Source: an optimization exercise on an open RTL-to-GDS flow (aim: small area). Production flows keep margins and buffers that such runs may drop.
Function was checked by simulation only, so behaviour that the tests miss may differ from the original.
Power is estimated from default activity; no workload was simulated.

## Core
module Core#
(
    parameter RST_INST_ADDR = 32'h0
)(
    input  logic        clk,
    input  logic        rst_n,
    output logic [31:0] inst_bus_addr,
    output logic        inst_bus_valid,
    input  logic [31:0] inst_bus_data,
    output logic [31:0] data_rbus_addr,
    output logic        data_rbus_valid,
    input  logic [31:0] data_rbus_data,
    output logic [31:0] data_wbus_addr,
    output logic [31:0] data_wbus_data,
    output logic [3:0]  data_wbus_strb,
    output logic        data_wbus_valid
);
Settings: LEC_CHECK=0, CAP_MARGIN=10, CELL_PAD_IN_SITES_DETAIL_PLACEMENT=1, CELL_PAD_IN_SITES_GLOBAL_PLACEMENT=1, CORE_MARGIN=2, CORE_UTILIZATION=45, CTS_BUF_LIST=sky130_fd_sc_hd__clkbuf_16, CTS_CLUSTER_DIAMETER=85, CTS_CLUSTER_SIZE=24, PLACE_DENSITY=0.55, SLEW_MARGIN=10, SYNTH_HIERARCHICAL=1, SYNTH_MINIMUM_KEEP_SIZE=0; clock period 20.0 ns.
standard.sh (not shown) runs the stock make flow with config.mk's settings and CLKGATE_MAP_FILE= SYNTH_SCRIPT=/design/flow/synth_recipe.tcl, a recipe that flattens the netlist after the stock synthesis.
==> flow/flow/run.sh <==
#!/bin/bash
# Standard ORFS layout with three changes: combinational cells start at their
# smallest size after floorplan (repair sizes them up where needed), ports
# are buffered with buf_1, and CTS inserts no dummy loads.
set -euo pipefail
W=$PWD
bash standard.sh \
  POST_FLOORPLAN_TCL="$W/flow/downsize.tcl" \
  BUFFER_PORTS_ARGS="-buffer_cell sky130_fd_sc_hd__buf_1" \
  CTS_ARGS="-sink_clustering_enable -repair_clock_nets -dont_use_dummy_load -buf_list sky130_fd_sc_hd__clkbuf_16 -sink_clustering_size 24 -sink_clustering_max_diameter 85" \
  finish > "$W/standard_flow.log" 2>&1
==> flow/flow/downsize.tcl <==
# Put every combinational cell at the smallest drive strength of its
# function; the later repair steps size up whatever timing or slew needs.
set dont_use_pat {*probe* *lpflow* *clkdlybuf* *dlygate* *dlymetal*}
set by_base [dict create]
foreach lib [[ord::get_db] getLibs] {
  foreach cell [$lib getMasters] {
    set name [$cell getName]
    if {[regexp {^(sky130_fd_sc_hd__[a-z0-9]+)_([0-9]+)$} $name -> base sz]} {
      dict lappend by_base $base $name
    }
  }
}
set block [ord::get_db_block]
set db [ord::get_db]
set changed 0
foreach inst [$block getInsts] {
  set m [$inst getMaster]
  set name [$m getName]
  if {![regexp {^(sky130_fd_sc_hd__[a-z0-9]+)_([0-9]+)$} $name -> base sz]} { continue }
  if {[regexp {df|dl|tap|fill|decap|conb|clkbuf|clkinv|diode} $base]} { continue }
  if {![dict exists $by_base $base]} { continue }
  set best $name
  set best_area [expr {[$m getWidth] * [$m getHeight]}]
  foreach cand [dict get $by_base $base] {
    set skip 0
    foreach p $dont_use_pat { if {[string match $p $cand]} { set skip 1 } }
    if {$skip} { continue }
    set cm [$db findMaster $cand]
    if {$cm == "NULL"} { continue }
    set a [expr {[$cm getWidth] * [$cm getHeight]}]
    if {$a < $best_area} { set best $cand; set best_area $a }
  }
  if {$best ne $name} {
    replace_cell [$inst getName] $best
    incr changed
  }
}
puts "downsize: $changed cells changed"
Then changed:
CELL_PAD_IN_SITES_DETAIL_PLACEMENT = default   (was 1)
CELL_PAD_IN_SITES_GLOBAL_PLACEMENT = default   (was 1)
CORE_UTILIZATION = 60   (was 45)
PLACE_DENSITY = default   (was 0.55)
Clock-buffer cell count goes down by 8.
Clock skew goes down by 0.034 ns.
Final area goes down by 1.4%.
Non-clock buffer count goes up by 17.
Worst setup slack gains 0.77 ns.
Global-route usage goes up by 8.5 points.
Then changed:
--- a/flow/flow/run.sh
+++ b/flow/flow/run.sh
@@ -9,3 +9,3 @@
   BUFFER_PORTS_ARGS="-buffer_cell sky130_fd_sc_hd__buf_1" \
-  CTS_ARGS="-sink_clustering_enable -repair_clock_nets -dont_use_dummy_load -buf_list sky130_fd_sc_hd__clkbuf_16 -sink_clustering_size 24 -sink_clustering_max_diameter 85" \
+  CTS_ARGS="-sink_clustering_enable -repair_clock_nets -dont_use_dummy_load -buf_list sky130_fd_sc_hd__clkbuf_16 -sink_clustering_size 26 -sink_clustering_max_diameter 90" \
   finish > "$W/standard_flow.log" 2>&1
CAP_MARGIN = 5   (was 10)
CELL_PAD_IN_SITES_DETAIL_PLACEMENT = 1   (was default)
CELL_PAD_IN_SITES_GLOBAL_PLACEMENT = 1   (was default)
CORE_UTILIZATION = 50   (was 60)
CTS_CLUSTER_DIAMETER = 90   (was 85)
CTS_CLUSTER_SIZE = 26   (was 24)
PLACE_DENSITY = 0.55   (was default)
SLEW_MARGIN = 5   (was 10)
Count of clock-buffer cells in the layout came out lower by 4.
Via count is about the same.
Hold slack barely changes.
Wire length went up by 8.1%.
Sequential share of layout area goes down by 0.11 points.
Final area is about the same.
Total power drops by 0.42%.
Maximum frequency went down by 0.45%.
Synthesized cell count does not change.
Combinational power hardly moves.
Final cell count rose by 3.5%.

re-timing with driven ports:
The results above use ideal ports. As a check the final layouts listed here were re-extracted and re-timed, cells and wires unchanged. Step 1, drivers: a clkbuf_16 drives clk and a buf_2 each remaining input, both assumed. Step 2 moves the port delays by t, midway between the first and last clock arrival at a register: inputs arrive t later, outputs are due t later. That takes back most of the time a late clock gives input paths. Three values: no drivers, after step 1, after step 2; two values: the first two.
| run | t (ns) | setup slack, ns | latest minus earliest clock arrival (ns) | slew at the worst register clock pin (ns) | pins driven straight from the clock port |
|---|---|---|---|---|---|
| the first run | 0.752 | 0.597 / 0.551 / 0.551 | 0.123 / 0.123 | 0.10 / 0.10 | 1 |
| the second run | 0.768 | 1.364 / 1.331 / 1.331 | 0.088 / 0.089 | 0.11 / 0.11 | 1 |
| the third run | 0.775 | 1.280 / 1.255 / 1.255 | 0.112 / 0.112 | 0.11 / 0.11 | 1 |
After both steps every run listed still meets setup and hold. The setup slack of the first run, which loses most, moves by -0.046 ns with the drivers and by -0.046 ns with both steps.
